This design comes from an exercise in tuning for small area, a short achievable clock period and few clock cycles on the open sky130 flow, not from production work.
At most, simulation tests tie the RTL to the original design; equivalence was not proved.
Only the layout flow was run in runs 5 and 6; the RTL was not checked for function there.
No activity file was given, so power comes from the tool's default toggle rates.

## flow/run.sh

```bash
#!/bin/bash
# synth_recipe.tcl (not shown) runs the flow's synth.tcl, then flattens the netlist and writes it again
# the make line also repeats each setting of config.mk as NAME=value (left out here)
make -C /OpenROAD-flow-scripts/flow DESIGN_CONFIG=/design/flow/config.mk WORK_HOME=/design/flow/orfs CLKGATE_MAP_FILE= SYNTH_SCRIPT=/design/flow/synth_recipe.tcl finish
```

## flow/config.mk

```make
export PLATFORM = sky130hd
export DESIGN_NAME = tpp_top
export DESIGN_NICKNAME = tpp_top
export VERILOG_FILES = /design/flow/design.v
export SDC_FILE = /design/flow/constraint.sdc
export NUM_CORES = 4
export LEC_CHECK = 0
export CAP_MARGIN = 20
export CORE_MARGIN = 2
export CORE_UTILIZATION = 40
export PLACE_DENSITY = 0.6
export SLEW_MARGIN = 20
```

## flow/constraint.sdc

```tcl
create_clock -name core_clock -period 6.0 [get_ports {axi_aclk}]
set_input_delay 1.2000 -clock core_clock [delete_from_list [all_inputs] [get_ports {axi_aclk}]]
set_output_delay 1.2000 -clock core_clock [all_outputs]
set_load 0.01 [all_outputs]
```

## flow/design.v

```verilog
module tpp_top (
    input         axi_aclk,
    input         axi_resetn,
    input  [63:0] tpp_reg0_in,
    input  [63:0] tpp_reg1_in,
    input  [63:0] tpp_reg2_in,
    output [63:0] tpp_reg0_out,
    output [63:0] tpp_reg1_out,
    output [63:0] tpp_reg2_out,
    output [63:0] tpp_reg3_out,
    output [63:0] tpp_reg4_out,
    output [63:0] tpp_reg5_out,
    output [63:0] tpp_reg6_out,
    output [63:0] tpp_reg7_out,
    output [255:0] m_axis_tdata,
    output [31:0]  m_axis_tstrb,
    output [127:0] m_axis_tuser,
    output         m_axis_tvalid,
    input          m_axis_tready,
    output         m_axis_tlast,
    input  [255:0] s_axis_tdata,
    input  [31:0]  s_axis_tstrb,
    input  [127:0] s_axis_tuser,
    input          s_axis_tvalid,
    output         s_axis_tready,
    input          s_axis_tlast
);
   localparam [63:0] REG3_DEFAULT = 64'd160000;
   wire acc = axi_resetn & s_axis_tvalid & m_axis_tready;
   assign s_axis_tready = m_axis_tready;
   assign m_axis_tvalid = s_axis_tvalid;
   assign m_axis_tstrb  = s_axis_tstrb;
   assign m_axis_tuser  = s_axis_tuser;
   assign m_axis_tlast  = s_axis_tlast;
   assign m_axis_tdata[255:64] = s_axis_tdata[255:64];
   reg p0, p1, p2, w3;
   reg use_ld;                  
   reg [7:0]  rsel;             
   reg [15:0] asel;             
   reg        st;               
   reg        cond;             
   reg [1:0]  isel, jsel;       
   wire [7:0] op = s_axis_tdata[7:0];
   wire op0 = op == 8'd0;
   wire op1 = op == 8'd1;
   wire op2 = op == 8'd2;
   wire op3 = op == 8'd3;
   wire op4 = op == 8'd4;
   wire op5 = op == 8'd5;
   wire [2:0] r_in = op4 ? s_axis_tdata[18:16] : s_axis_tdata[10:8];
   wire [3:0] a_in = op5 ? s_axis_tdata[19:16] : s_axis_tdata[11:8];
   always @(posedge axi_aclk) begin
      if (~axi_resetn) begin
         p0 <= 1'b1;
         p1 <= 1'b0;
         p2 <= 1'b0;
         w3 <= 1'b0;
         use_ld <= 1'b0;
      end else if (acc) begin
         p0 <= s_axis_tlast;
         p1 <= p0 & ~s_axis_tlast;
         p2 <= p1 & ~s_axis_tlast;
         w3 <= p2 & ~s_axis_tlast;
         use_ld <= p2 & ~s_axis_tlast & (op0 | op1);
      end
   end
   always @(posedge axi_aclk) begin
      if (acc & p2) begin
         rsel <= (op0 | op2 | op4) ? (8'd1 << r_in) : 8'd0;
         asel <= (op1 | op3 | op5) ? (16'd1 << a_in) : 16'd0;
         st   <= op2 | op3 | op4 | op5;
         cond <= op4 | op5;
         isel <= s_axis_tdata[9:8];
         jsel <= (op4 | op5) ? s_axis_tdata[13:12] : 2'd0;
      end
   end
   wire [63:0] lane_i = s_axis_tdata[64*isel +: 64];
   wire [63:0] lane_j = s_axis_tdata[64*jsel +: 64];
   wire do_st = acc & w3 & st & (~cond | (lane_i == lane_j));
   reg [63:0] wd;
   reg [7:3]  wen_r;
   reg [15:0] wen_m;
   always @(posedge axi_aclk) begin
      wd    <= lane_j;
      wen_r <= do_st ? rsel[7:3] : 5'd0;
      wen_m <= do_st ? asel : 16'd0;
   end
   reg [63:0] r0, r1, r2, r3, r4, r5, r6, r7;
   always @(posedge axi_aclk) begin
      r0 <= axi_resetn ? tpp_reg0_in : 64'd0;
      r1 <= axi_resetn ? tpp_reg1_in : 64'd0;
      r2 <= axi_resetn ? tpp_reg2_in : 64'd0;
   end
   always @(posedge axi_aclk) begin
      if (~axi_resetn) begin
         r3 <= REG3_DEFAULT;
         r4 <= 64'd0;
         r5 <= 64'd0;
         r6 <= 64'd0;
         r7 <= 64'd0;
      end else begin
         if (wen_r[3]) r3 <= wd;
         if (wen_r[4]) r4 <= wd;
         if (wen_r[5]) r5 <= wd;
         if (wen_r[6]) r6 <= wd;
         if (wen_r[7]) r7 <= wd;
      end
   end
   assign tpp_reg0_out = r0;
   assign tpp_reg1_out = r1;
   assign tpp_reg2_out = r2;
   assign tpp_reg3_out = r3;
   assign tpp_reg4_out = r4;
   assign tpp_reg5_out = r5;
   assign tpp_reg6_out = r6;
   assign tpp_reg7_out = r7;
   reg [1023:0] mem;
   integer k;
   always @(posedge axi_aclk) begin
      for (k = 0; k < 16; k = k + 1)
         if (wen_m[k]) mem[64*k +: 64] <= wd;
   end
   reg [63:0] ld_data;
   always @(*) begin
      ld_data = ({64{rsel[0]}} & r0) | ({64{rsel[1]}} & r1) |
                ({64{rsel[2]}} & r2) | ({64{rsel[3]}} & r3) |
                ({64{rsel[4]}} & r4) | ({64{rsel[5]}} & r5) |
                ({64{rsel[6]}} & r6) | ({64{rsel[7]}} & r7);
      for (k = 0; k < 16; k = k + 1)
         ld_data = ld_data | ({64{asel[k]}} & mem[64*k +: 64]);
   end
   assign m_axis_tdata[63:0] = use_ld ? ld_data : s_axis_tdata[63:0];
endmodule
```

==> qor.yml, run 1 <==
status: "stopped before the end"
haltStage: "I/O pin placement"
stop_error: "[ERROR PPL-0024] Number of IO pins (1544) exceeds maximum number of available positions (1486). Increase the die perimeter from 1642.84um to 2099.84um."
num_rows: 149
synthTopCellsByArea: "edfxtp_1 (48%), dfxtp_1 (18%), mux2i_1 (4.9%)"
ys_seq_elements: 1656
syn_inst: 4525
die-height_um: 410.7
yosysTopAreaCell: "edfxtp_1"
synth_fp_nets: 5138
synthesis.area_mm2: 0.06616
yosysTopAreaCellShare: 0.4784
synth_warnings: 1
die_w_um: 410.7
syn_area_per_cell_um2: 14.62
synth_cell_type_count: 37
initial_core_util: 0.4019
seq_area_frac_synth: 0.6605
==> cells by family after synthesis <==
logic type / share of synthesized area
flip-flops: 0.6605
buffers and inverters: 0.05934
multiplexers: 0.09306
XOR/XNOR: 0.008604
AND/OR/NAND/NOR: 0.07810
AO/OA/AOI/OAI: 0.1004
==> cell usage after synthesis, drive strengths merged <==
library cell,number
a21oi,26
a221oi,179
a222oi,64
a22o,128
a22oi,334
a31oi,1
and2,195
and3,3
buf,420
clkbuf,250
dfxtp,602
edfxtp,1054
mux2,1
mux2i,326
mux4,128
nand2,76
nand2b,3
nand3,67
nand3b,1
nand4,167
nor2,29
nor2b,326
nor3,4
nor3b,2
nor4,4
o21ai,1
o22a,51
o22ai,2
o32a,13
or3b,1
or4,2
xnor2,65
Testbench counts, summed over its fixed seeds: cycles 16,624.
==> run 2: changes to the inputs <==
--- a/flow/config.mk
+++ b/flow/config.mk
@@ -8,4 +8,4 @@
 export CAP_MARGIN = 20
-export CORE_MARGIN = 2
-export CORE_UTILIZATION = 40
+export CORE_AREA = 4 4 536 536
+export DIE_AREA = 0 0 540 540
 export PLACE_DENSITY = 0.6
==> qor.yml, run 2 <==
hold_violations: 0
multiInputGateArea_mm2: 0.01861
clock_sinks: 1656
synthArstFlopShare: 0  # unchanged
root_buffer: "clkbuf_16"
port_buffers: 1223
drv_slew: 0
finalCritPeriodShare: 0.8788
fin_crit_ns: 5.273
finalSetupTns_ns: 0
synth_fp_nets: 5138  # unchanged
final_cells: 9346
rsz0062_at_grt: "false"
path_delay_family: "compound AO/OA/AOI/OAI gates"
vias: 48539
grt_first_pass_wirelength_um: 456600
layout_common_cells: "clkdlybuf4s50_1 (1222), edfxtp_1 (1054), dfxtp_1 (579), a22oi_1 (334)"
antenna_left: 0
place_hpwl_um: 249500
core_mm2: 0.2820
drc_errors: 0
p_leak_nw: 26.90
cpPeakStageDelay_ns: 0.77
synthTopCellsByArea: "edfxtp_1 (48%), dfxtp_1 (18%), mux2i_1 (4.9%)"  # unchanged
timing.critical_path.buf_inv: 2
path_max_fanout: 19
required_ns: 4.80
fin_area_mm2: 0.08733
num_rows: 195  # was 149
antenna_found_initial: 37
drv_cap: 0
max_freq_ghz: 0.1897
critPathLaunchType: "flip-flop"
final_common_cell: "clkdlybuf4s50_1"
crit_path_top_delay_cell: "edfxtp_1"
criticalPathCategory: "flip-flop to output port"
drive_gt1_frac: 0.1132
cts_resized: 0
ys.flop_type: "edfxtp_1"  # unchanged
worstHoldPathType: "flip-flop to flip-flop"
whs_ns: 0.4779
seq_area_frac_synth: 0.6605  # unchanged
die_area_mm2: 0.2916
initial_core_util: 0.2346  # was 0.4019
dr.pass1.iters: 7
irDropWorstVdd_uv: 240.1
area_growth_pct: 31.99
wl_um: 352000
fillerInstances: 27949
grt_pass1_vias: 46644
gp_congestion: 0.8654
critPathCaptureType: "output port"
detail_route.vias_per_cell: 5.194
hold_buffers: 0
tightest_slew_ns: 1.155
routedWlPerCell_um: 37.67
postCtsSetupBuffers: 0
yosysTopAreaCell: "edfxtp_1"  # unchanged
die_w_um: 540  # was 410.7 um
dp_cells: 8981
largest_register_ffs: 1024
finClkSkew_ns: 0.08139
drt_iter0_markers: 7368
num-nets-final: 6044
die-height_um: 540  # was 410.7 um
grt_max_degree: 160
track_usage: 0.2297
regMostFlops: "mem"
synthesis.area_mm2: 0.06616  # unchanged
maxSlewHeadroom: 0.2290
worstPathCellList: "buf_12, a22o_1, a221oi_1, nand4_1, o22a_1, clkdlybuf4s50_1"
clk-insertion-delay-late_ns: 0.89
post_dp_cell_area_mm2: 0.08101
cts.htree.levels: 4
syn_inst: 4525  # unchanged
synth_warnings: 1  # unchanged
status: "no timing/DRC/antenna violations"  # was stopped before the end
seqCellArea_mm2: 0.04379
ys_seq_elements: 1656  # unchanged
ios: 1544
final_core_util: 0.3096
yosysMostFrequentCell: "edfxtp_1"  # unchanged
cp_data_arrival_time_ns: 4.07
yosysTopAreaCellShare: 0.4784  # unchanged
synth_common_cells: "edfxtp_1 (1054), dfxtp_1 (602), buf_4 (356)"  # unchanged
powerDensity_mw_per_mm2: 293.4
syn_area_per_cell_um2: 14.62  # unchanged
cts_buffer_depth: 4
synth-edff-count: 1054  # unchanged
cts_tree: "built"
synth_cell_type_count: 37  # unchanged
setup_violations: 0
grt-ovfl-total: 0
numCtsBuffers: 191
clk_pin_slew_ns: 0.06
## run 2: cell counts after synthesis
No cell type changed its count.
## run 2: per-stage QoR
| stage | setup slack [ns] | power [mW] |
|---|---|---|
| 4_1_cts | 0.7303 | 25.83 |
| 3_5_place_dp | 0.9436 | 14.04 |
| 3_3_place_gp | 0.7639 | 14.02 |
| 5_1_grt | 0.7262 | 26.29 |
| 6_report | 0.7274 | 25.62 |
| 2_1_floorplan | 2.905 | 13.09 |
## run 2: worst min-delay path: cells and delay by family, from the launching register on
family | cells | cell delay [ns]
and+or+nand+nor | 2 | 0.11
DFF | 1 | 0.31
## run 2: area by class of cell
cell class / instances / share of cell area
antenna: 9 / 0.0002579
clock buffer: 271 / 0.06146
clock inverter: 85 / 0.01069
multi-input combinational: 2199 / 0.2131
sequential: 1656 / 0.5014
tap: 3743 / 0.05363
timing repair buffer: 1383 / 0.1595
## run 2: logic make-up after synthesis
family / share of synthesized area
AOI/OAI and AO/OA: 0.1004
xor gates and xnor gates: 0.008604
buffers and inverters: 0.05934
DFF: 0.6605
muxes: 0.09306
and+or+nand+nor: 0.07810
## run 2: metal layers
metal	GRT usage	part of all wire
met1	0.2736	0.35
met2	0.3847	0.48
met3	0.05970	0.11
met4	0.1115	0.057
met5	0	0.00018
## run 2: power breakdown
| part | leakage [nW] | switching (mW) | internal [mW] |
|---|---|---|---|
| logic | 9.34 | 0.592 | 0.716 |
| registers | 14.5 | 0.299 | 12.2 |
| clock network | 3.07 | 5.08 | 6.76 |
| total | 26.9 | 5.97 | 19.7 |
## run 2: worst paths after layout
kind,start,to,slack [ns],cells after the start
worst max-delay path,asel[11],m_axis_tdata[52],0.73,6
worst min-delay path,p0,p0,0.48,2
worst max register to register,jsel[0],wen_m[2],1.63,8
worst min register to register,p0,p0,0.48,2
==> run 3: changes to the inputs <==
--- a/flow/design.v
+++ b/flow/design.v
@@ -93,16 +93,10 @@
    end
+   wire [63:0] wd_z = wd & {64{axi_resetn}};
+   wire [63:0] wd_3 = (wd & {64{axi_resetn}}) | (REG3_DEFAULT & {64{~axi_resetn}});
    always @(posedge axi_aclk) begin
-      if (~axi_resetn) begin
-         r3 <= REG3_DEFAULT;
-         r4 <= 64'd0;
-         r5 <= 64'd0;
-         r6 <= 64'd0;
-         r7 <= 64'd0;
-      end else begin
-         if (wen_r[3]) r3 <= wd;
-         if (wen_r[4]) r4 <= wd;
-         if (wen_r[5]) r5 <= wd;
-         if (wen_r[6]) r6 <= wd;
-         if (wen_r[7]) r7 <= wd;
-      end
+      if (wen_r[3] | ~axi_resetn) r3 <= wd_3;
+      if (wen_r[4] | ~axi_resetn) r4 <= wd_z;
+      if (wen_r[5] | ~axi_resetn) r5 <= wd_z;
+      if (wen_r[6] | ~axi_resetn) r6 <= wd_z;
+      if (wen_r[7] | ~axi_resetn) r7 <= wd_z;
    end
--- a/flow/config.mk
+++ b/flow/config.mk
@@ -11,2 +11,3 @@
 export PLACE_DENSITY = 0.6
+export SETUP_SLACK_MARGIN = 3.4
 export SLEW_MARGIN = 20
==> qor.yml, run 3 <==
regMostFlops: "mem"  # unchanged
setup_violations: 0  # unchanged
post_dp_cell_area_mm2: 0.07947  # was 0.08101 mm^2
clock_sinks: 1656  # unchanged
finClkSkew_ns: 0.06941  # was 0.08139 ns
synthTopCellsByArea: "edfxtp_1 (64%), dfxtp_1 (8.8%), mux4_2 (4.5%)"  # was edfxtp_1 (48%), dfxtp_1 (18%), mux2i_1 (4.9%)
criticalPathCategory: "flip-flop to output port"  # unchanged
dr.pass1.iters: 6  # was 7
cts_buffer_depth: 4  # unchanged
yosysMostFrequentCell: "edfxtp_1"  # unchanged
synth_warnings: 1  # unchanged
irDropWorstVdd_uv: 220.6  # was 240.1 uV
syn_inst: 3899  # was 4525
die_w_um: 540  # unchanged
critPathLaunchType: "flip-flop"  # unchanged
status: "no timing/DRC/antenna violations"  # unchanged
total_power_mw: 26.61  # was 25.62 mW
gp_congestion: 0.8783  # was 0.8654
initial_core_util: 0.2280  # was 0.2346
synth-edff-count: 1374  # was 1054
root_buffer: "clkbuf_16"  # unchanged
clk_pin_slew_ns: 0.06  # about the same
grt_pass1_vias: 46532  # was 46644
worstHoldPathType: "flip-flop to flip-flop"  # unchanged
grt_first_pass_wirelength_um: 514100  # was 456600 um
drt_iter0_markers: 7919  # was 7368
syn_area_per_cell_um2: 16.49  # was 14.62 um^2
wl_um: 416100  # was 352000 um
fin_area_mm2: 0.09510  # was 0.08733 mm^2
synthesis.area_mm2: 0.06431  # was 0.06616 mm^2
antenna_found_initial: 69  # was 37
fin_crit_ns: 4.835  # was 5.273 ns
track_usage: 0.2703  # was 0.2297
tightest_slew_ns: 1.228  # was 1.155 ns
place_hpwl_um: 282600  # was 249500 um
core_mm2: 0.2820  # unchanged
maxSlewHeadroom: 0.1811  # was 0.2290
num-nets-final: 5990  # was 6044
drv_slew: 0  # unchanged
finalSetupTns_ns: 0  # unchanged
max_freq_ghz: 0.2068  # was 0.1897 GHz
final_cells: 9314  # was 9346
grt-ovfl-total: 0  # unchanged
yosysTopAreaCellShare: 0.6416  # was 0.4784
seq_area_frac_synth: 0.7294  # was 0.6605
critPathCaptureType: "output port"  # unchanged
die_area_mm2: 0.2916  # unchanged
finalCritPeriodShare: 0.8058  # was 0.8788
yosysTopAreaCell: "edfxtp_1"  # unchanged
numCtsBuffers: 186  # was 191
layout_common_cells: "edfxtp_1 (1374), buf_6 (906), buf_4 (286), a22oi_1 (274), and2_1 (258)"  # was clkdlybuf4s50_1 (1222), edfxtp_1 (1054), dfxtp_1 (579), a22oi_1 (334)
p_leak_nw: 33.36  # was 26.90 nW
cts_tree: "built"  # unchanged
cts.htree.levels: 4  # unchanged
clk-insertion-delay-late_ns: 0.88  # was 0.89 ns
drc_errors: 0  # unchanged
drv_cap: 0  # unchanged
area_growth_pct: 47.89  # was 31.99%
final_common_cell: "edfxtp_1"  # was clkdlybuf4s50_1
ios: 1544  # unchanged
ys.flop_type: "edfxtp_1"  # unchanged
cp_data_arrival_time_ns: 3.63  # was 4.07 ns
drive_gt1_frac: 0.4579  # was 0.1132
largest_register_ffs: 1024  # unchanged
ys_seq_elements: 1656  # unchanged
grt_max_degree: 103  # was 160
dp_cells: 8410  # was 8981
rsz0062_at_grt: "true"  # was false
die-height_um: 540  # unchanged
synth_cell_type_count: 41  # was 37
required_ns: 4.80  # about the same
detail_route.vias_per_cell: 5.283  # was 5.194
synth_common_cells: "edfxtp_1 (1374), buf_4 (359), a22oi_1 (322)"  # was edfxtp_1 (1054), dfxtp_1 (602), buf_4 (356)
vias: 49207  # was 48539
hold_violations: 0  # unchanged
port_buffers: 1223  # unchanged
num_rows: 195  # unchanged
powerDensity_mw_per_mm2: 279.8  # was 293.4 mW/mm^2
synthArstFlopShare: 0  # unchanged
antenna_left: 0  # unchanged
path_max_fanout: 12  # was 19
synth_fp_nets: 4512  # was 5138
routedWlPerCell_um: 44.67  # was 37.67 um
==> run 3: changes by cell type in the layout (fill, tap and decap cells not counted), moves of 99 or more <==
| cell | delta |
|---|---|
| buf_8 | +194 |
| edfxtp_1 | +320 |
| dfxtp_1 | -501 |
| nor2b_1 | -322 |
| a221oi_1 | -99 |
| buf_2 | +127 |
| buf_6 | +905 |
| mux2i_1 | -326 |
| a221oi_2 | +104 |
| buf_4 | +165 |
| dfxtp_4 | +105 |
| clkdlybuf4s50_1 | -979 |
==> run 3: where the power goes <==
part	leakage (nW)	switching [mW]	internal [mW]
logic	15.1	1.04	1.09
clock network	2.93	4.97	6.48
registers	15.3	0.369	12.7
total	33.4	6.38	20.2
==> run 3: area by class of cell <==
class	count	area [um^2]
Antenna cell	42	105.1
Clock buffer	230	4922
Clock inverter	110	1086
Fill cell	26943	186900
Inverter	5	18.77
Multi-Input combinational cell	1627	15360
Sequential cell	1656	47480
Tap cell	3743	4683
Timing Repair Buffer	1901	21450
==> run 3: worst paths after layout <==
kind,endpoint,start,slack (ns),cells after the start
worst max-delay path,m_axis_tdata[15],asel[6],1.17,8
worst min-delay path,p0,p0,0.47,2
worst max register to register,wen_m[0],isel[0],2.38,11
worst min register to register,p0,p0,0.47,2
==> run 3: per-layer routing <==
layer / track usage / up-vias / wire, um
li1: - / 18549 / -
met1: 0.2866 / 25177 / 129400
met2: 0.4346 / 4369 / 189000
met3: 0.1066 / 1064 / 56990
met4: 0.2022 / 48 / 40390
met5: 0 / - / 332
==> run 3: cell families after synthesis <==
kind of cell    count (synthesis)  share of synthesized area
buf+inv                       616                    0.05715
xor+xnor                       64                   0.008717
compound gates                807                     0.1030
mux                           130                    0.04516
simple gates                  626                    0.05660
flops                        1656                     0.7294
==> run 3: metrics by stage <==
step                        util  worst slack, ns  hold slack, ns
after detailed placement  0.2818           0.6029          0.4591
after global placement    0.2818          0.08796          0.4470
after CTS                 0.3287            1.249          0.4681
after floorplan                -            3.011          0.4327
after global routing      0.3370           0.9967          0.4896
final                     0.3372            1.165          0.4694
==> run 3: timing repair <==
action / 4_1_cts / 5_1_grt
setup buffers: 404 / 87
cloned: 25 / 5
pin swaps: 172 / 176
hold endpoints to repair: 0 / 0
endpoints found under the setup margin: 851 / 748
gates resized for setup: 5997 / 403
hold buffers: 0 / 0
==> run 3: worst max-delay path, cell delays in order (launching register included) <==
cell,delay (ns)
edfxtp_1,0.39
buf_4,0.19
buf_12,0.17
a22oi_2,0.20
nand3_2,0.10
a221oi_2,0.22
nand4_1,0.76
o22a_4,0.61
buf_6,0.16
Testbench counts of run 3, summed over its fixed seeds: cycles 16,624.
==> run 4: changes to the inputs <==
--- a/flow/config.mk
+++ b/flow/config.mk
@@ -11,3 +11,2 @@
 export PLACE_DENSITY = 0.6
-export SETUP_SLACK_MARGIN = 3.4
 export SLEW_MARGIN = 20
==> qor.yml, run 4 <==
status: "no timing/DRC/antenna violations"  # unchanged
cp_data_arrival_time_ns: 4.46  # was 3.63 ns
final_core_util: 0.3017  # was 0.3372
regMostFlops: "mem"  # unchanged
synth_common_cells: "edfxtp_1 (1374), buf_4 (359), a22oi_1 (322)"  # unchanged
synthArstFlopShare: 0  # unchanged
powerDensity_mw_per_mm2: 306.0  # was 279.8 mW/mm^2
drt_iter0_markers: 8341  # was 7919
synth-edff-count: 1374  # unchanged
cpPeakStageDelay_ns: 0.66  # was 0.76 ns
drive_gt1_frac: 0.1136  # was 0.4579
detail_route.vias_per_cell: 5.310  # was 5.283
cts.htree.levels: 4  # unchanged
clock_sinks: 1656  # unchanged
p_leak_nw: 26.88  # was 33.36 nW
finalCritPeriodShare: 0.9426  # was 0.8058
vias: 46607  # was 49207
max_freq_ghz: 0.1768  # was 0.2068 GHz
cts_resized: 0  # was 5997
synth_fp_nets: 4512  # unchanged
synth_warnings: 1  # unchanged
antenna_found_initial: 100  # was 69
cts_tree: "built"  # unchanged
antenna_left: 0  # unchanged
final_common_cell: "edfxtp_1"  # unchanged
yosysTopAreaCellShare: 0.6416  # unchanged
drc_errors: 0  # unchanged
core_mm2: 0.2820  # unchanged
largest_register_ffs: 1024  # unchanged
dr.pass1.iters: 8  # was 6
grt_pass1_vias: 43966  # was 46532
fillerInstances: 27920  # was 26943
total_power_mw: 26.04  # was 26.61 mW
finClkSkew_ns: 0.09918  # was 0.06941 ns
synthesis.area_mm2: 0.06431  # unchanged
die_area_mm2: 0.2916  # unchanged
area_growth_pct: 32.34  # was 47.89%
clk_pin_slew_ns: 0.06  # about the same
grt_max_degree: 105  # was 103
initial_core_util: 0.2280  # unchanged
hold_buffers: 0  # unchanged
multiInputGateArea_mm2: 0.01377  # was 0.01536 mm^2
port_buffers: 1223  # unchanged
yosysMostFrequentCell: "edfxtp_1"  # unchanged
ios: 1544  # unchanged
critPathLaunchType: "flip-flop"  # unchanged
die-height_um: 540  # unchanged
path_max_fanout: 37  # was 12
fin_ws_ns: 0.3446  # was 1.165 ns
tightest_slew_ns: 1.274  # was 1.228 ns
synth_cell_type_count: 41  # unchanged
postCtsSetupBuffers: 0  # was 404
ys.flop_type: "edfxtp_1"  # unchanged
clk-insertion-delay-late_ns: 0.87  # was 0.88 ns
path_delay_family: "buffers and inverters"  # was compound AO/OA/AOI/OAI gates
hold_violations: 0  # unchanged
criticalPathCategory: "flip-flop to output port"  # unchanged
setup_violations: 0  # unchanged
grt_first_pass_wirelength_um: 486000  # was 514100 um
whs_ns: 0.4641  # was 0.4694 ns
drv_cap: 0  # unchanged
crit_path_top_delay_cell: "o22a_1"  # was nand4_1
timing.critical_path.buf_inv: 3  # unchanged
layout_common_cells: "edfxtp_1 (1374), clkdlybuf4s50_1 (1220), a22oi_1 (322), dfxtp_1 (265), and2_1 (258)"  # was edfxtp_1 (1374), buf_6 (906), buf_4 (286), a22oi_1 (274), and2_1 (258)
ys_seq_elements: 1656  # unchanged
num_rows: 195  # unchanged
irDropWorstVdd_uv: 230.3  # was 220.6 uV
root_buffer: "clkbuf_16"  # unchanged
cts_buffer_depth: 4  # unchanged
critPathCaptureType: "output port"  # unchanged
track_usage: 0.2546  # was 0.2703
drv_slew: 0  # unchanged
finalSetupTns_ns: 0  # unchanged
wl_um: 389500  # was 416100 um
grt-ovfl-total: 0  # unchanged
rsz0062_at_grt: "false"  # was true
seq_area_frac_synth: 0.7294  # unchanged
worstPathCellList: "buf_12, buf_4, a22oi_1, nand3_1, a221oi_1, nand4_1, o22a_1, clkdlybuf4s50_1"  # was buf_4, buf_12, a22oi_2, nand3_2, a221oi_2, nand4_1, o22a_4, buf_6
numCtsBuffers: 187  # was 186
required_ns: 4.80  # about the same
maxSlewHeadroom: 0.1444  # was 0.1811
pre_cts_ws_ns: 1.164  # was 0.6029 ns
syn_area_per_cell_um2: 16.49  # unchanged
gp_congestion: 0.9208  # was 0.8783
worstHoldPathType: "flip-flop to flip-flop"  # unchanged
routedWlPerCell_um: 44.37  # was 44.67 um
fin_crit_ns: 5.655  # was 4.835 ns
synthTopCellsByArea: "edfxtp_1 (64%), dfxtp_1 (8.8%), mux4_2 (4.5%)"  # unchanged
place_hpwl_um: 283600  # was 282600 um
seqCellArea_mm2: 0.04697  # was 0.04748 mm^2
yosysTopAreaCell: "edfxtp_1"  # unchanged
die_w_um: 540  # unchanged
num-nets-final: 5470  # was 5990
syn_inst: 3899  # unchanged
run 4: cell types whose count changed in the layout (fill, tap and decap cells not counted), sizes merged, moves of 6 or more:
cell,before,now
bufbuf,11,0
clkdlybuf4s15,6,0
diode,42,33
clkinv,73,48
clkbuf,238,260
clkdlybuf4s50,243,1220
buf,1629,160
run 4: final timing paths:
check                               from               end  slack (ns)  cells past startpoint
worst max-delay path            asel[13]  m_axis_tdata[15]        0.34                      8
worst min-delay path                  p0                p0        0.46                      2
worst max register to register   jsel[1]         wen_m[11]        1.72                     10
worst min register to register        p0                p0        0.46                      2
run 4: metal layers:
layer | GRT usage | share of wire | up-vias | routed length [um]
met3 | 0.09957 | 0.13 | 925 | 51980
met5 | 0.0001644 | 0.0015 | - | 585
met1 | 0.2673 | 0.31 | 24055 | 119700
li1 | - | - | 17470 | -
met2 | 0.4225 | 0.47 | 4065 | 184400
met4 | 0.1702 | 0.084 | 92 | 32810
run 4: layout make-up:
cell class                 count  area share
inverter                       5   0.0002205
clock inverter                74    0.008571
multi-input combinational   1627      0.1618
clock buffer                 260     0.05963
timing repair buffer        1380      0.1618
tap                         3743     0.05503
sequential                  1656      0.5519
antenna                       33   0.0009703
run 4: logic make-up after synthesis:
kind of cell	Yosys count	synth area share
AO/OA/AOI/OAI	807	0.1030
AND/OR/NAND/NOR	626	0.05660
buffers and inverters	616	0.05715
multiplexers	130	0.04516
flip-flops	1656	0.7294
XOR/XNOR	64	0.008717
run 4: worst register-to-register path: stages, from the launching register on:
cell and delay [ns]:
edfxtp_1 1.07, buf_4 0.33, buf_4 0.17, mux4_2 0.36, xnor2_2 0.18, buf_4 0.31, nand4_1 0.61, nor4_1 0.45
nand4_1 0.18, buf_4 0.26, a21oi_1 0.22
run 4: power by group:
part           switching (mW)  internal [mW]  total (mW)
clock                    4.83           6.36        11.2
combinational           0.936          0.867        1.80
sequential              0.379           12.7        13.0
total                    6.15           19.9        26.0
run 4: stage by stage:
stage	cells	area, um^2
global route	8750	85030
floorplan	3899	64310
finish	8778	85100
CTS	8745	85020
detailed placement	8411	79220
global placement	8410	79190
==> run 5: changes to the inputs <==
--- a/flow/design.v
+++ b/flow/design.v
@@ -37,2 +37,4 @@
    reg use_ld;                  
+   reg use_st;                  
+   reg [2:0] lsel;              
    reg [7:0]  rsel;             
@@ -58,2 +60,4 @@
          use_ld <= 1'b0;
+         use_st <= 1'b0;
+         lsel <= 3'd0;
       end else if (acc) begin
@@ -64,2 +68,4 @@
          use_ld <= p2 & ~s_axis_tlast & (op0 | op1);
+         use_st <= p2 & ~s_axis_tlast & (op1 | (op0 & (r_in >= 3'd3)));
+         lsel <= (p2 & ~s_axis_tlast & op0) ? (3'd1 << r_in) : 3'd0;
       end
@@ -68,4 +74,4 @@
       if (acc & p2) begin
-         rsel <= (op0 | op2 | op4) ? (8'd1 << r_in) : 8'd0;
-         asel <= (op1 | op3 | op5) ? (16'd1 << a_in) : 16'd0;
+         rsel <= (op2 | op4) ? (8'd1 << r_in) : 8'd0;
+         asel <= (op3 | op5) ? (16'd1 << a_in) : 16'd0;
          st   <= op2 | op3 | op4 | op5;
@@ -116,12 +122,19 @@
    end
-   reg [63:0] ld_data;
+   wire [7:0]  lr_in = op0 ? (8'd1 << r_in) : 8'd0;
+   wire [15:0] la_in = op1 ? (16'd1 << a_in) : 16'd0;
+   reg [63:0] ld_next, ld_data;
    always @(*) begin
-      ld_data = ({64{rsel[0]}} & r0) | ({64{rsel[1]}} & r1) |
-                ({64{rsel[2]}} & r2) | ({64{rsel[3]}} & r3) |
-                ({64{rsel[4]}} & r4) | ({64{rsel[5]}} & r5) |
-                ({64{rsel[6]}} & r6) | ({64{rsel[7]}} & r7);
+      ld_next = ({64{lr_in[3]}} & r3) | ({64{lr_in[4]}} & r4) |
+                ({64{lr_in[5]}} & r5) | ({64{lr_in[6]}} & r6) |
+                ({64{lr_in[7]}} & r7);
       for (k = 0; k < 16; k = k + 1)
-         ld_data = ld_data | ({64{asel[k]}} & mem[64*k +: 64]);
+         ld_next = ld_next | ({64{la_in[k]}} & mem[64*k +: 64]);
    end
-   assign m_axis_tdata[63:0] = use_ld ? ld_data : s_axis_tdata[63:0];
+   always @(posedge axi_aclk) begin
+      if (acc & p2) ld_data <= ld_next;
+   end
+   wire [63:0] ld_word = use_st ? ld_data :
+                         (({64{lsel[0]}} & r0) | ({64{lsel[1]}} & r1) |
+                          ({64{lsel[2]}} & r2));
+   assign m_axis_tdata[63:0] = use_ld ? ld_word : s_axis_tdata[63:0];
 endmodule
--- a/flow/config.mk
+++ b/flow/config.mk
@@ -11,2 +11,4 @@
 export PLACE_DENSITY = 0.6
+export SETUP_SLACK_MARGIN = 3.2
 export SLEW_MARGIN = 20
+export TNS_END_PERCENT = 20
==> qor.yml, run 5 <==
status: "no timing/DRC/antenna violations"  # unchanged
clk_pin_slew_ns: 0.06  # about the same
synth_cell_type_count: 71  # was 41
drive_gt1_frac: 0.2741  # was 0.1136
cts_tree: "built"  # unchanged
routedWlPerCell_um: 48.35  # was 44.37 um
worstHoldPathType: "flip-flop to flip-flop"  # unchanged
cts.htree.levels: 4  # unchanged
setup_violations: 0  # unchanged
clk-insertion-delay-late_ns: 0.86  # was 0.87 ns
irDropWorstVdd_uv: 230.7  # was 230.3 uV
drv_slew: 0  # unchanged
clock_sinks: 1721  # was 1656
critPathLaunchType: "flip-flop"  # unchanged
die_w_um: 540  # unchanged
p_leak_nw: 33.00  # was 26.88 nW
synth_fp_nets: 4923  # was 4512
area_growth_pct: 39.60  # was 32.34%
path_max_fanout: 5  # was 37
tightest_slew_ns: 1.176  # was 1.274 ns
drt_iter0_markers: 8558  # was 8341
required_ns: 4.80  # about the same
synth-edff-count: 1435  # was 1374
synth_warnings: 1  # unchanged
criticalPathCategory: "flip-flop to output port"  # unchanged
largest_register_ffs: 1024  # unchanged
port_buffers: 1223  # unchanged
num-nets-final: 6164  # was 5470
finalCritPeriodShare: 0.7209  # was 0.9426
synthTopCellsByArea: "edfxtp_1 (63%), dfxtp_1 (8.4%), mux4_2 (4.2%)"  # was edfxtp_1 (64%), dfxtp_1 (8.8%), mux4_2 (4.5%)
dr.pass1.iters: 10  # was 8
root_buffer: "clkbuf_16"  # unchanged
yosysMostFrequentCell: "edfxtp_1"  # unchanged
wl_um: 461000  # was 389500 um
initial_core_util: 0.2426  # was 0.2280
die_area_mm2: 0.2916  # unchanged
die-height_um: 540  # unchanged
ys_seq_elements: 1721  # was 1656
cts_buffer_depth: 4  # unchanged
antenna_left: 0  # unchanged
fin_crit_ns: 4.325  # was 5.655 ns
maxSlewHeadroom: 0.2161  # was 0.1444
synthesis.area_mm2: 0.06843  # was 0.06431 mm^2
grt-ovfl-total: 0  # unchanged
grt_pass1_vias: 48154  # was 43966
drv_cap: 0  # unchanged
numCtsBuffers: 184  # was 187
hold_violations: 0  # unchanged
yosysTopAreaCellShare: 0.6297  # was 0.6416
syn_area_per_cell_um2: 15.88  # was 16.49 um^2
grt_first_pass_wirelength_um: 568600  # was 486000 um
powerDensity_mw_per_mm2: 289.9  # was 306.0 mW/mm^2
place_hpwl_um: 352300  # was 283600 um
num_rows: 195  # unchanged
ys.flop_type: "edfxtp_1"  # unchanged
core_mm2: 0.2820  # unchanged
max_freq_ghz: 0.2312  # was 0.1768 GHz
cp_data_arrival_time_ns: 3.13  # was 4.46 ns
seqCellArea_mm2: 0.04887  # was 0.04697 mm^2
gp_congestion: 0.9432  # was 0.9208
critPathCaptureType: "output port"  # unchanged
ios: 1544  # unchanged
layout_common_cells: "edfxtp_1 (1435), clkdlybuf4s50_1 (817), buf_4 (294), and2_1 (264), dfxtp_1 (259)"  # was edfxtp_1 (1374), clkdlybuf4s50_1 (1220), a22oi_1 (322), dfxtp_1 (265), and2_1 (258)
regMostFlops: "mem"  # unchanged
drc_errors: 0  # unchanged
seq_area_frac_synth: 0.7134  # was 0.7294
vias: 51027  # was 46607
rsz0062_at_grt: "true"  # was false
detail_route.vias_per_cell: 5.351  # was 5.310
fillerInstances: 27190  # was 27920
antenna_found_initial: 158  # was 100
synth_common_cells: "edfxtp_1 (1435), buf_4 (358), dfxtp_1 (286)"  # was edfxtp_1 (1374), buf_4 (359), a22oi_1 (322)
yosysTopAreaCell: "edfxtp_1"  # unchanged
synthArstFlopShare: 0  # unchanged
total_power_mw: 27.70  # was 26.04 mW
grt_max_degree: 126  # was 105
finalSetupTns_ns: 0  # unchanged
multiInputGateArea_mm2: 0.01768  # was 0.01377 mm^2
syn_inst: 4310  # was 3899
track_usage: 0.3031  # was 0.2546
finClkSkew_ns: 0.07744  # was 0.09918 ns
final_common_cell: "edfxtp_1"  # unchanged
==> run 5: cell types whose count changed after synthesis, moves of 49 or more <==
cell and delta:
nand2_1 +144, a221oi_1 -131, a222oi_1 +130, a22oi_1 -129, nand4_1 -122, o21ai_0 +79, mux2_2 +78, a21oi_1 +62
o22a_1 -62, edfxtp_1 +61, mux2i_1 +59, a22o_1 -51, nor2_1 +49
==> run 5: power breakdown <==
| part | total (mW) | leakage, nW | switching (mW) | internal, mW |
|---|---|---|---|---|
| clock network | 11.8 | 2.95 | 5.02 | 6.74 |
| logic | 2.35 | 14.4 | 1.29 | 1.05 |
| registers | 13.6 | 15.6 | 0.435 | 13.2 |
==> run 5: cell type report <==
type	count	area share
Antenna cell	101	0.002646
Clock buffer	219	0.05118
Clock inverter	108	0.01215
Inverter	9	0.0003667
Multi-Input combinational cell	1953	0.1851
Sequential cell	1721	0.5115
Tap cell	3743	0.04902
Timing Repair Buffer	1682	0.1880
==> run 5: critical path, cell delays in order, from the launching register on <==
cell and delay, ns:
dfxtp_4 0.39, buf_12 0.16, buf_12 0.14, a222oi_1 0.92, o21ai_1 0.21, mux2_4 0.36, buf_6 0.14
==> run 5: repair_timing <==
item,CTS,global route
pin swaps,249,94
setup endpoints to repair,972,899
hold endpoints to repair,0,0
cloned,40,1
hold buffers,0,0
setup buffers,228,25
resized for setup,1497,781
==> run 5: metal layers <==
layer | GRT usage | wire length (um) | up-vias
li1 | - | - | 19441
met1 | 0.3606 | 160600 | 26253
met2 | 0.4935 | 216200 | 4655
met3 | 0.1188 | 62310 | 646
met4 | 0.1155 | 21660 | 32
met5 | 0 | 207 | -
==> run 5: cells by family (layout without fill, tap and decap cells) <==
kind of cell	Yosys count	after routing	share of synthesized area
flops	1721	1721	0.7134
compound gates	847	850	0.09828
simple gates	765	767	0.05953
buf+inv	642	2018	0.05584
mux	271	272	0.06478
xor+xnor	64	64	0.008191
other cells	0	101	0
==> run 5: path summary, 6_finish.rpt <==
kind,from,to,slack (ns),depth (start not counted)
max reg2reg,jsel[0],wen_m[0],2.80,10
min,p0,p0,0.47,2
min reg2reg,p0,p0,0.47,2
max,lsel[0],m_axis_tdata[12],1.67,6
==> run 5: through the flow <==
step | setup WS, ns | hold slack, ns | util | std cells | area (um^2)
2_1_floorplan | 2.197 | 0.4327 | - | 4310 | 68490
5_1_grt | 1.698 | 0.4965 | 0.3384 | 9504 | 95450
3_3_place_gp | 0.1625 | 0.4494 | 0.2954 | 8810 | 83310
4_1_cts | 1.558 | 0.4654 | 0.3361 | 9409 | 94810
6_report | 1.675 | 0.4656 | 0.3387 | 9536 | 95530
3_5_place_dp | 0.3390 | 0.4616 | 0.2956 | 8814 | 83370
==> run 6: changes to the inputs <==
--- a/flow/design.v
+++ b/flow/design.v
@@ -84,11 +84,15 @@
    wire [63:0] lane_j = s_axis_tdata[64*jsel +: 64];
-   wire do_st = acc & w3 & st & (~cond | (lane_i == lane_j));
    reg [63:0] wd;
-   reg [7:3]  wen_r;
-   reg [15:0] wen_m;
+   reg [7:0]  eqb;
+   reg        do_w;
+   integer b;
    always @(posedge axi_aclk) begin
-      wd    <= lane_j;
-      wen_r <= do_st ? rsel[7:3] : 5'd0;
-      wen_m <= do_st ? asel : 16'd0;
+      wd   <= lane_j;
+      for (b = 0; b < 8; b = b + 1)
+         eqb[b] <= lane_i[8*b +: 8] == lane_j[8*b +: 8];
+      do_w <= acc & w3 & st;
    end
+   wire       wr    = do_w & (~cond | (&eqb));
+   wire [7:3] wen_r = wr ? rsel[7:3] : 5'd0;
+   wire [15:0] wen_m = wr ? asel : 16'd0;
    reg [63:0] r0, r1, r2, r3, r4, r5, r6, r7;
--- a/flow/config.mk
+++ b/flow/config.mk
@@ -11,3 +11,3 @@
 export PLACE_DENSITY = 0.6
-export SETUP_SLACK_MARGIN = 3.2
+export SETUP_SLACK_MARGIN = 3.3
 export SLEW_MARGIN = 20
==> qor.yml, run 6 <==
drt_iter0_markers: 9634  # was 8558
combPwrFrac: 0.093  # was 0.085
max_freq_ghz: 0.2287  # was 0.2312 GHz
root_buffer: "clkbuf_16"  # unchanged
min_from: "w3"  # was p0
grt_first_pass_wirelength_um: 588900  # was 568600 um
p_int_mw: 20.94  # was 20.95 mW
status: "no timing/DRC/antenna violations"  # unchanged
required_ns: 4.80  # about the same
yosysTopAreaCell: "edfxtp_1"  # unchanged
wl_um: 482700  # was 461000 um
rsz0062_at_grt: "true"  # unchanged
powerDensity_mw_per_mm2: 291.6  # was 289.9 mW/mm^2
hold_violations: 0  # unchanged
numCtsBuffers: 184  # unchanged
cts_buffer_depth: 4  # unchanged
synth_fp_nets: 5028  # was 4923
gp_congestion: 0.9462  # was 0.9432
fillerInstances: 27068  # was 27190
port_buffers: 1223  # unchanged
r2r_cells: 6  # was 10
antenna_found_initial: 119  # was 158
critPathLaunchType: "flip-flop"  # unchanged
synth_compound_area_frac: 0.09486  # was 0.09828
critPathLaunch: "lsel[0]"  # unchanged
layout_common_cells: "edfxtp_1 (1435), clkdlybuf4s50_1 (641), buf_4 (316), buf_6 (310), and2_1 (259)"  # was edfxtp_1 (1435), clkdlybuf4s50_1 (817), buf_4 (294), and2_1 (264), dfxtp_1 (259)
cts.htree.levels: 4  # unchanged
path_max_fanout: 4  # was 5
die_w_um: 540  # unchanged
synth_common_cells: "edfxtp_1 (1435), buf_4 (360), dfxtp_1 (274)"  # was edfxtp_1 (1435), buf_4 (358), dfxtp_1 (286)
p_clk_frac: 0.417  # was 0.424
num_rows: 195  # unchanged
antenna_left: 0  # unchanged
clk_pin_slew_ns: 0.06  # about the same
die-height_um: 540  # unchanged
drv_slew: 0  # unchanged
drive_gt1_frac: 0.3111  # was 0.2741
core_mm2: 0.2820  # unchanged
yosysMostFrequentCell: "edfxtp_1"  # unchanged
synth_top_family_by_area: "compound AO/OA/AOI/OAI gates"  # unchanged
final_common_cell: "edfxtp_1"  # unchanged
track_usage: 0.3143  # was 0.3031
grt-ovfl-total: 0  # unchanged
p_leak_nw: 33.09  # was 33.00 nW
worstPathCellList: "buf_12, buf_16, buf_4, buf_4, a222oi_1, o21ai_2, mux2_4, buf_2"  # was buf_12, buf_12, a222oi_1, o21ai_1, mux2_4, buf_6
irDropWorstVdd_uv: 212.9  # was 230.7 uV
clk-insertion-delay-late_ns: 0.87  # was 0.86 ns
p_seq_frac: 0.490  # was 0.491
grt_max_degree: 146  # was 126
fin_crit_ns: 4.373  # was 4.325 ns
ys_seq_elements: 1709  # was 1721
reg2reg_from: "eqb[5]"  # was jsel[0]
cp_data_arrival_time_ns: 3.17  # was 3.13 ns
largest_register_ffs: 1024  # unchanged
tightest_slew_ns: 1.333  # was 1.176 ns
synthArstFlopShare: 0  # unchanged
yosysTopAreaCellShare: 0.6207  # was 0.6297
seqCellArea_mm2: 0.04873  # was 0.04887 mm^2
maxSlewHeadroom: 0.1115  # was 0.2161
synth.area.mux_share: 0.08363  # was 0.06478
num-nets-final: 6284  # was 6164
holdPathEnd: "do_w"  # was p0
grt_pass1_vias: 49165  # was 48154
synthesis.area_mm2: 0.06942  # was 0.06843 mm^2
switching_share: 0.2489  # was 0.2436
regMostFlops: "mem"  # unchanged
synthSimpleGateAreaFrac: 0.05816  # was 0.05953
synth_cell_type_count: 73  # was 71
die_area_mm2: 0.2916  # unchanged
synth-edff-count: 1435  # unchanged
finalSetupTns_ns: 0  # unchanged
finalCritPeriodShare: 0.7288  # was 0.7209
cts_tree: "built"  # unchanged
detail_route.vias_per_cell: 5.537  # was 5.351
crit_path_top_delay_cell: "a222oi_1"  # unchanged
clock_sinks: 1709  # was 1721
cp_common_cell: "buf_4"  # was buf_12
synthTopCellsByArea: "edfxtp_1 (62%), dfxtp_1 (7.9%), mux4_2 (4.2%)"  # was edfxtp_1 (63%), dfxtp_1 (8.4%), mux4_2 (4.2%)
p_switching_mw: 6.937  # was 6.747 mW
r2r_setup_slack_ns: 2.92  # was 2.80 ns
drc_errors: 0  # unchanged
hold_depth: 2  # unchanged
syn_area_per_cell_um2: 15.72  # was 15.88 um^2
synthAdderAreaFrac: 0  # unchanged
finClkSkew_ns: 0.07152  # was 0.07744 ns
multiInputGateArea_mm2: 0.01846  # was 0.01768 mm^2
hold_buffers: 0  # unchanged
ys.flop_type: "edfxtp_1"  # unchanged
syn_inst: 4415  # was 4310
r2r_end: "mem[244]"  # was wen_m[0]
routedWlPerCell_um: 50.32  # was 48.35 um
area_growth_pct: 37.73  # was 39.60%
drv_cap: 0  # unchanged
synth_xor_area_frac: 0.008201  # was 0.008191
total_power_mw: 27.88  # was 27.70 mW
worstHoldPathType: "flip-flop to flip-flop"  # unchanged
ios: 1544  # unchanged
seq_area_frac_synth: 0.6997  # was 0.7134
synth_warnings: 1  # unchanged
dr.pass1.iters: 10  # unchanged
vias: 53120  # was 51027
criticalPathCategory: "flip-flop to output port"  # unchanged
setup_violations: 0  # unchanged
place_hpwl_um: 362500  # was 352300 um
initial_core_util: 0.2461  # was 0.2426
cpPeakStageDelay_ns: 0.56  # was 0.92 ns
critPathCaptureType: "output port"  # unchanged
==> run 6: repair_timing <==
action,4_1_cts,5_1_grt
gates resized for setup,2457,1039
pin swaps,133,90
cloned,37,11
buffers inserted,161,71
setup endpoints to repair,2304,1727
==> run 6: power groups by stage <==
stage / Combinational, mW / Clock, mW / Sequential (mW)
after floorplan: 0.772 / 0 / 13.7
after global placement: 2.40 / 0 / 13.9
after detailed placement: 2.41 / 0 / 13.9
after CTS: 2.55 / 11.6 / 13.6
after global routing: 2.68 / 12.1 / 13.6
final: 2.60 / 11.6 / 13.7
==> run 6: area by class of cell <==
class | instances | share of cell area
Tap cell | 3743 | 0.04898
Sequential cell | 1709 | 0.5097
Multi-Input combinational cell | 2088 | 0.1931
Clock buffer | 236 | 0.05242
Timing Repair inverter | 1 | 0.00005234
Inverter | 10 | 0.0005758
Clock inverter | 94 | 0.01001
Timing Repair Buffer | 1677 | 0.1843
Antenna cell | 35 | 0.0009160
==> run 6: worst max path at each step <==
stage                       end  depth (start not counted)  slack (ns)
2_1_floorplan       ld_data[62]                          7        2.60
3_3_place_gp        ld_data[35]                          9        0.87
3_5_place_dp        ld_data[54]                          8        0.79
4_1_cts        m_axis_tdata[30]                          8        1.47
5_1_grt        m_axis_tdata[30]                          8        1.63
6_report       m_axis_tdata[34]                          8        1.63
==> run 6: per-layer routing <==
layer,part of all wire,vias up,wire length (um),global-route usage
met2,0.45,5533,217100,0.4972
met1,0.34,26982,165300,0.3771
met5,0.00048,-,231,0
met3,0.16,833,75570,0.1416
met4,0.051,30,24470,0.1127
li1,-,19742,-,-
==> run 6: metrics by stage <==
step | instances | utilization | hold WS (ns) | instance area (um^2) | setup WS (ns)
final | 9593 | 0.3390 | 0.4293 | 95620 | 1.627
after global routing | 9580 | 0.3389 | 0.4505 | 95580 | 1.626
after CTS | 9475 | 0.3357 | 0.4383 | 94680 | 1.474
after detailed placement | 8947 | 0.2996 | 0.4255 | 84510 | 0.7859
after global placement | 8947 | 0.2996 | 0.4211 | 84500 | 0.8738
after floorplan | 4415 | - | 0.4101 | 69500 | 2.602
==> run 6: cell families (layout without fill, tap and decap cells) <==
kind of cell              Yosys count  count (layout)
buffers and inverters             631            2018
xor gates and xnor gates           65              65
AOI/OAI and AO/OA                 858             858
and+or+nand+nor                   748             761
muxes                             404             404
DFF                              1709            1709
other                               0              35
==> run 6: critical path: cells and delay by family, from the launching register on <==
kind            cells  cell delay, ns
mux                 1            0.34
buf+inv             5            0.79
compound gates      2            0.78
flops               1            0.37
==> run 7: changes to the inputs <==
--- a/flow/design.v
+++ b/flow/design.v
@@ -37,4 +37,4 @@
    reg use_ld;                  
-   reg use_st;                  
-   reg [2:0] lsel;              
+   reg        lsm;              
+   reg [3:0]  laddr;            
    reg [7:0]  rsel;             
@@ -60,4 +60,2 @@
          use_ld <= 1'b0;
-         use_st <= 1'b0;
-         lsel <= 3'd0;
       end else if (acc) begin
@@ -68,4 +66,2 @@
          use_ld <= p2 & ~s_axis_tlast & (op0 | op1);
-         use_st <= p2 & ~s_axis_tlast & (op1 | (op0 & (r_in >= 3'd3)));
-         lsel <= (p2 & ~s_axis_tlast & op0) ? (3'd1 << r_in) : 3'd0;
       end
@@ -73,3 +69,3 @@
    always @(posedge axi_aclk) begin
-      if (acc & p2) begin
+      if (p2) begin
          rsel <= (op2 | op4) ? (8'd1 << r_in) : 8'd0;
@@ -78,2 +74,4 @@
          cond <= op4 | op5;
+         lsm   <= s_axis_tdata[0];
+         laddr <= s_axis_tdata[11:8];
          isel <= s_axis_tdata[9:8];
@@ -126,19 +124,20 @@
    end
-   wire [7:0]  lr_in = op0 ? (8'd1 << r_in) : 8'd0;
-   wire [15:0] la_in = op1 ? (16'd1 << a_in) : 16'd0;
-   reg [63:0] ld_next, ld_data;
+   wire       ls = p2 ? s_axis_tdata[0] : lsm;
+   wire [3:0] la = p2 ? s_axis_tdata[11:8] : laddr;
+   reg [63:0] rd_reg, rd_mem, ld_data;
    always @(*) begin
-      ld_next = ({64{lr_in[3]}} & r3) | ({64{lr_in[4]}} & r4) |
-                ({64{lr_in[5]}} & r5) | ({64{lr_in[6]}} & r6) |
-                ({64{lr_in[7]}} & r7);
-      for (k = 0; k < 16; k = k + 1)
-         ld_next = ld_next | ({64{la_in[k]}} & mem[64*k +: 64]);
+      case (la[2:0])
+        3'd0: rd_reg = r0;
+        3'd1: rd_reg = r1;
+        3'd2: rd_reg = r2;
+        3'd3: rd_reg = r3;
+        3'd4: rd_reg = r4;
+        3'd5: rd_reg = r5;
+        3'd6: rd_reg = r6;
+        default: rd_reg = r7;
+      endcase
+      rd_mem = mem[64*la +: 64];
    end
-   always @(posedge axi_aclk) begin
-      if (acc & p2) ld_data <= ld_next;
-   end
-   wire [63:0] ld_word = use_st ? ld_data :
-                         (({64{lsel[0]}} & r0) | ({64{lsel[1]}} & r1) |
-                          ({64{lsel[2]}} & r2));
-   assign m_axis_tdata[63:0] = use_ld ? ld_word : s_axis_tdata[63:0];
+   always @(posedge axi_aclk) ld_data <= ls ? rd_mem : rd_reg;
+   assign m_axis_tdata[63:0] = use_ld ? ld_data : s_axis_tdata[63:0];
 endmodule
==> flow/flow/run.sh (new file) <==
#!/bin/bash
# Layout flow: the standard ORFS flow (standard.sh, unchanged synthesis,
# floorplan, power grid, placement, CTS and routing) with these changes:
#  - pin placement constraints (flow/pins.tcl,
#    sourced just before ORFS places the pins): each pass-through input pin
#    sits next to the output pin it feeds, and each group of pins is kept on
#    one edge of the die;
#  - the port buffers that ORFS inserts are buf_1 cells.
# The make output goes to layout.log; ORFS keeps each step's log under orfs/logs.
set -euo pipefail
here=$(pwd)
export PRE_IO_PLACEMENT_TCL=$here/flow/pins.tcl
export BUFFER_PORTS_ARGS="-buffer_cell sky130_fd_sc_hd__buf_1"
bash standard.sh > "$here/layout.log" 2>&1
==> flow/flow/pins.tcl (new file) <==
# Pin placement constraints, sourced by ORFS just before it places the pins.
#  - each pass-through input pin sits next to the output pin it feeds;
#  - the stream data and control pins share the bottom edge, so that the
#    LOAD/STORE logic can sit close to all of them;
#  - tuser/tstrb (plain wires) go on the left edge, register mirrors 0-1 on
#    the right, mirror 2 and registers 3-7 on the top.
proc tpp_pair {edge a b} {
  set_io_pin_constraint -group -order -region $edge:* -pin_names [list $a $b]
}
for {set k 0} {$k < 256} {incr k} {
  tpp_pair bottom "s_axis_tdata\[$k\]" "m_axis_tdata\[$k\]"
}
tpp_pair bottom s_axis_tlast m_axis_tlast
tpp_pair bottom s_axis_tvalid m_axis_tvalid
tpp_pair bottom m_axis_tready s_axis_tready
set_io_pin_constraint -region bottom:* -pin_names {axi_resetn}
for {set k 0} {$k < 32} {incr k} {
  tpp_pair left "s_axis_tstrb\[$k\]" "m_axis_tstrb\[$k\]"
}
for {set k 0} {$k < 128} {incr k} {
  tpp_pair left "s_axis_tuser\[$k\]" "m_axis_tuser\[$k\]"
}
foreach r {0 1} {
  for {set k 0} {$k < 64} {incr k} {
    tpp_pair right "tpp_reg${r}_in\[$k\]" "tpp_reg${r}_out\[$k\]"
  }
}
for {set k 0} {$k < 64} {incr k} {
  tpp_pair top "tpp_reg2_in\[$k\]" "tpp_reg2_out\[$k\]"
}
set tpp_top_pins {}
foreach r {3 4 5 6 7} {
  for {set k 0} {$k < 64} {incr k} { lappend tpp_top_pins "tpp_reg${r}_out\[$k\]" }
}
set_io_pin_constraint -region top:* -pin_names $tpp_top_pins
==> flow/standard.sh (new file) <==
#!/bin/bash
# synth_recipe.tcl (not shown) runs the flow's synth.tcl, then flattens the netlist and writes it again
# the make line also repeats each setting of config.mk as NAME=value (left out here)
make -C /OpenROAD-flow-scripts/flow DESIGN_CONFIG=/design/flow/config.mk WORK_HOME=/design/flow/orfs CLKGATE_MAP_FILE= SYNTH_SCRIPT=/design/flow/synth_recipe.tcl "${@:-finish}"
removed: flow/run.sh
==> qor.yml, run 7 <==
critPathCaptureType: "output port"  # unchanged
largest_register_ffs: 1024  # unchanged
area_growth_pct: 25.74  # was 37.73%
cts_tree: "built"  # unchanged
critPathLaunchType: "input pin"  # was flip-flop
dr.pass1.iters: 7  # was 10
clock_sinks: 1710  # was 1709
yosysMostFrequentCell: "edfxtp_1"  # unchanged
place_hpwl_um: 288000  # was 362500 um
synthTopCellsByArea: "edfxtp_1 (58%), dfxtp_1 (9.6%), mux4_2 (4.7%)"  # was edfxtp_1 (62%), dfxtp_1 (7.9%), mux4_2 (4.2%)
detail_route.vias_per_cell: 5.258  # was 5.537
fin_crit_ns: 3.354  # was 4.373 ns
synthesis.area_mm2: 0.07067  # was 0.06942 mm^2
initial_core_util: 0.2505  # was 0.2461
worstHoldPathType: "flip-flop to flip-flop"  # unchanged
cts_buffer_depth: 4  # unchanged
ys_seq_elements: 1710  # was 1709
yosysTopAreaCell: "edfxtp_1"  # unchanged
drv_cap: 0  # unchanged
path_max_fanout: 3  # was 4
numCtsBuffers: 180  # was 184
p_switching_mw: 9.500  # was 6.937 mW
max_freq_ghz: 0.2982  # was 0.2287 GHz
ys.flop_type: "edfxtp_1"  # unchanged
final_common_cell: "edfxtp_1"  # unchanged
synthArstFlopShare: 0  # unchanged
layout_common_cells: "edfxtp_1 (1371), buf_1 (1127), nand2_1 (578), and2_1 (261), dfxtp_1 (243)"  # was edfxtp_1 (1435), clkdlybuf4s50_1 (641), buf_4 (316), buf_6 (310), and2_1 (259)
drc_errors: 0  # unchanged
synth_common_cells: "edfxtp_1 (1371), nand2_1 (594), buf_4 (374)"  # was edfxtp_1 (1435), buf_4 (360), dfxtp_1 (274)
criticalPathCategory: "input pin to output port"  # was flip-flop to output port
tightest_slew_ns: 1.190  # was 1.333 ns
synth_fp_nets: 5622  # was 5028
combPwrFrac: 0.174  # was 0.093
gp_congestion: 1.025  # was 0.9462
p_clk_frac: 0.361  # was 0.417
die_w_um: 540  # unchanged
p_leak_nw: 29.65  # was 33.09 nW
clk-insertion-delay-late_ns: 0.90  # was 0.87 ns
final_cells: 10026  # was 9593
track_usage: 0.2570  # was 0.3143
die-height_um: 540  # unchanged
clk_pin_slew_ns: 0.06  # about the same
grt_pass1_vias: 49163  # was 49165
hold_violations: 0  # unchanged
switching_share: 0.3052  # was 0.2489
p_int_mw: 21.63  # was 20.94 mW
antenna_left: 0  # unchanged
rsz0062_at_grt: "true"  # unchanged
syn_area_per_cell_um2: 14.11  # was 15.72 um^2
routedWlPerCell_um: 39.31  # was 50.32 um
die_area_mm2: 0.2916  # unchanged
cp_data_arrival_time_ns: 2.15  # was 3.17 ns
maxSlewHeadroom: 0.2064  # was 0.1115
status: "no timing/DRC/antenna violations"  # unchanged
port_buffers: 1223  # unchanged
drt_iter0_markers: 7725  # was 9634
post_dp_cell_area_mm2: 0.07716  # was 0.08451 mm^2
drive_gt1_frac: 0.1995  # was 0.3111
synth-edff-count: 1371  # was 1435
finClkSkew_ns: 0.1103  # was 0.07152 ns
required_ns: 4.80  # about the same
grt-ovfl-total: 0  # unchanged
vias: 52715  # was 53120
crit_path_top_delay_cell: "clkinvlp_4"  # was a222oi_1
finalCritPeriodShare: 0.5590  # was 0.7288
powerDensity_mw_per_mm2: 350.3  # was 291.6 mW/mm^2
wl_um: 394100  # was 482700 um
synth_cell_type_count: 69  # was 73
setup_violations: 0  # unchanged
root_buffer: "clkbuf_16"  # unchanged
ios: 1544  # unchanged
fin_area_mm2: 0.08886  # was 0.09562 mm^2
syn_inst: 5009  # was 4415
cpPeakStageDelay_ns: 0.25  # was 0.56 ns
grt_first_pass_wirelength_um: 497700  # was 588900 um
antenna_found_initial: 54  # was 119
core_mm2: 0.2820  # unchanged
seq_area_frac_synth: 0.6786  # was 0.6997
regMostFlops: "mem"  # unchanged
dp_cells: 9427  # was 8947
cts.htree.levels: 4  # unchanged
yosysTopAreaCellShare: 0.5826  # was 0.6207
worstPathCellList: "clkbuf_16, buf_8, clkinvlp_4, o21ai_2, buf_6"  # was buf_12, buf_16, buf_4, buf_4, a222oi_1, o21ai_2, mux2_4, buf_2
p_seq_frac: 0.465  # was 0.490
num-nets-final: 6729  # was 6284
irDropWorstVdd_uv: 203.5  # was 212.9 uV
finalSetupTns_ns: 0  # unchanged
synth_warnings: 1  # unchanged
num_rows: 195  # unchanged
grt_max_degree: 93  # was 146
drv_slew: 0  # unchanged
==> run 7: changes by cell type in the layout (fill, tap and decap cells not counted), moves of 104 or more <==
cell / before / now
buf_1: 0 / 1127
clkdlybuf4s50_1: 641 / 0
nand2_1: 172 / 578
buf_6: 310 / 105
nand3_1: 41 / 235
a22oi_1: 195 / 26
a222oi_1: 110 / 6
==> run 7: area by class of cell <==
| cell class | instances | area (um^2) |
|---|---|---|
| Fill cell | 27859 | 193200 |
| Timing Repair Buffer | 1592 | 9789 |
| Clock inverter | 74 | 822.0 |
| Antenna cell | 26 | 65.06 |
| Clock buffer | 249 | 4997 |
| Multi-Input combinational cell | 2616 | 20050 |
| Sequential cell | 1710 | 48270 |
| Tap cell | 3743 | 4683 |
| Timing Repair inverter | 6 | 57.56 |
| Inverter | 10 | 113.9 |
==> run 7: critical path, delay by kind of cell <==
| kind | cells | cell delay, ns |
|---|---|---|
| compound gates | 1 | 0.23 |
| buf+inv | 4 | 0.68 |
==> run 7: kinds of logic after synthesis <==
| logic type | Yosys count | share of synthesized area |
|---|---|---|
| xor+xnor | 64 | 0.007932 |
| buf+inv | 690 | 0.05919 |
| simple gates | 1291 | 0.08703 |
| compound gates | 846 | 0.08182 |
| flops | 1710 | 0.6786 |
| mux | 408 | 0.08540 |
==> run 7: power by group through the flow <==
stage | sequential (mW) | combinational (mW) | clock (mW)
after detailed placement | 15.0 | 4.10 | 0
after floorplan | 13.8 | 2.40 | 0
final | 14.5 | 5.40 | 11.2
after global routing | 14.5 | 5.54 | 11.8
after CTS | 14.7 | 4.89 | 11.3
after global placement | 15.0 | 4.08 | 0
==> run 7: metal layers <==
layer,part of all wire,track usage,vias up
met3,0.12,0.08731,1002
met2,0.47,0.4196,3804
met5,0.00027,0,-
met1,0.30,0.2645,26881
met4,0.11,0.2216,16
li1,-,-,21012
==> run 7: worst paths after layout <==
kind	from	to	slack, ns	cells after the start
worst max-delay path	s_axis_tdata[8]	m_axis_tdata[8]	2.65	5
worst min-delay path	p0	p0	0.47	2
worst max register to register	p2	ld_data[34]	3.01	13
worst min register to register	p0	p0	0.47	2
==> run 7: timing repair <==
| item | 4_1_cts | 5_1_grt |
|---|---|---|
| cloned | 36 | 7 |
| pin swaps | 47 | 42 |
| hold endpoints to repair | 0 | 0 |
| setup endpoints to repair | 1764 | 1449 |
| hold buffers | 0 | 0 |
| buffers inserted | 116 | 90 |
| gates resized for setup | 438 | 449 |
==> run 7: per-stage QoR <==
step                setup slack [ns]  power (mW)  hold slack [ns]    util
global route                   2.656       31.84           0.4742  0.3149
CTS                            2.700       30.92           0.4717  0.3069
floorplan                      2.987       16.19           0.4223       -
finish                         2.646       31.13           0.4671  0.3150
detailed placement             1.323       19.07           0.4577  0.2736
global placement               1.329       19.06           0.4525  0.2736
Testbench counts of run 7, summed over its fixed seeds: cycles 16,624.
==> run 8: changes to the inputs <==
--- a/flow/config.mk
+++ b/flow/config.mk
@@ -9,2 +9,3 @@
 export CORE_AREA = 4 4 536 536
+export CTS_BUF_LIST = sky130_fd_sc_hd__clkbuf_8
 export DIE_AREA = 0 0 540 540
==> qor.yml, run 8 <==
finalSetupTns_ns: 0  # unchanged
synth.area.mux_share: 0.08540  # unchanged
place_hpwl_um: 288000  # unchanged
synthAdderAreaFrac: 0  # unchanged
synth_xor_area_frac: 0.007932  # unchanged
hold_violations: 0  # unchanged
initial_core_util: 0.2505  # unchanged
synth_warnings: 1  # unchanged
yosysTopAreaCell: "edfxtp_1"  # unchanged
layout_common_cells: "edfxtp_1 (1371), buf_1 (1120), nand2_1 (582), clkbuf_8 (324), buf_4 (304)"  # was edfxtp_1 (1371), buf_1 (1127), nand2_1 (578), and2_1 (261), dfxtp_1 (243)
cpPeakStageDelay_ns: 0.29  # was 0.25 ns
pre_cts_ws_ns: 1.323  # unchanged
cts.htree.levels: 5  # was 4
multiInputGateArea_mm2: 0.02102  # was 0.02005 mm^2
criticalPathCategory: "input pin to output port"  # unchanged
synthesis.area_mm2: 0.07067  # unchanged
seq_area_frac_synth: 0.6786  # unchanged
irDropWorstVdd_uv: 167.7  # was 203.5 uV
r2r_cells: 17  # was 13
wl_um: 401600  # was 394100 um
required_ns: 4.80  # about the same
yosysTopAreaCellShare: 0.5826  # unchanged
drt_iter0_markers: 7996  # was 7725
regMostFlops: "mem"  # unchanged
drc_errors: 0  # unchanged
antenna_found_initial: 47  # was 54
grt-ovfl-total: 0  # unchanged
worstHoldPathType: "input pin to flip-flop"  # was flip-flop to flip-flop
drive_gt1_frac: 0.2475  # was 0.1995
seqCellArea_mm2: 0.04837  # was 0.04827 mm^2
synthTopCellsByArea: "edfxtp_1 (58%), dfxtp_1 (9.6%), mux4_2 (4.7%)"  # unchanged
synthArstFlopShare: 0  # unchanged
status: "no timing/DRC/antenna violations"  # unchanged
r2r_end: "ld_data[17]"  # was ld_data[34]
syn_area_per_cell_um2: 14.11  # unchanged
dr.pass1.iters: 6  # was 7
clock_sinks: 1710  # unchanged
die_w_um: 540  # unchanged
powerDensity_mw_per_mm2: 335.8  # was 350.3 mW/mm^2
vias: 54398  # was 52715
rsz0062_at_grt: "true"  # unchanged
drv_cap: 0  # unchanged
track_usage: 0.2590  # was 0.2570
r2r_setup_slack_ns: 2.86  # was 3.01 ns
die_area_mm2: 0.2916  # unchanged
core_mm2: 0.2820  # unchanged
synth_top_family_by_area: "simple AND/OR/NAND/NOR gates"  # unchanged
area_growth_pct: 28.50  # was 25.74%
reg2reg_from: "p2"  # unchanged
## run 8: cell types whose count changed in the layout (fill, tap and decap cells not counted), sizes merged, moves of 2 or more
| cell | previous run | this run |
|---|---|---|
| a21o | 9 | 7 |
| buf | 1560 | 1674 |
| bufbuf | 18 | 12 |
| bufinv | 15 | 2 |
| clkbuf | 263 | 348 |
| clkinv | 49 | 53 |
| clkinvlp | 8 | 18 |
| inv | 18 | 126 |
## run 8: layout make-up
cell class,instances,area share
flip-flops and latches,1710,0.5326
multi-input cells,2615,0.2315
repair buffers,1711,0.1230
well taps,3743,0.05157
clock buffers,323,0.04896
clock inverters,184,0.009879
inverters,10,0.001089
diodes,27,0.0007441
repair inverters,5,0.0006614
## run 8: logic make-up (layout without fill, tap and decap cells)
group           count (synthesis)  after routing
compound gates                846            850
xor+xnor                       64             64
buf+inv                       690           2233
flops                        1710           1710
mux                           408            408
other cells                     0             27
simple gates                 1291           1293
## run 8: worst max-delay path, delay by kind of cell
family	cells	cell delay, ns
buffers and inverters	4	0.84
AO/OA/AOI/OAI	1	0.24
## run 8: how the worst max path moves through the flow
stage,from,endpoint,slack [ns]
finish,s_axis_tdata[8],m_axis_tdata[8],2.46
global route,s_axis_tdata[8],m_axis_tdata[8],2.46
CTS,use_ld,m_axis_tdata[10],2.59
detailed placement,s_axis_tdata[8],ld_data[63],1.32
global placement,s_axis_tdata[8],ld_data[63],1.33
floorplan,eqb[6],mem[384],2.99
## run 8: routing by layer
metal | part of all wire | vias to the layer above | global-route usage
met2 | 0.46 | 4226 | 0.4239
li1 | - | 21518 | -
met1 | 0.30 | 27553 | 0.2681
met5 | 0.00020 | - | 0
met4 | 0.11 | 12 | 0.2145
met3 | 0.13 | 1089 | 0.08948
## run 8: stage by stage
stage	cell area (um^2)	cells	total power [mW]	utilization	hold WS (ns)
after detailed placement	77160	9427	19.07	0.2736	0.4577
after CTS	86710	10116	29.80	0.3074	0.3625
after global placement	77160	9427	19.06	0.2736	0.4525
after floorplan	70680	5009	16.19	-	0.4223
final	90810	10328	30.49	0.3220	0.4119
after global routing	90770	10313	31.21	0.3218	0.3912
## run 8: repair_timing
action | 4_1_cts | 5_1_grt
cloned | 39 | 19
endpoints found under the setup margin | 1982 | 1694
pin swaps | 63 | 127
setup buffers | 143 | 165
resized for setup | 490 | 679
hold buffers | 0 | 0
## run 8: report_power, final
part	internal, mW	leakage [nW]	switching [mW]	total [mW]
sequential	13.3	15.5	1.17	14.4
clock	5.03	3.11	4.99	10.0
combinational	2.19	12.1	3.85	6.04
total	20.5	30.8	10.0	30.5
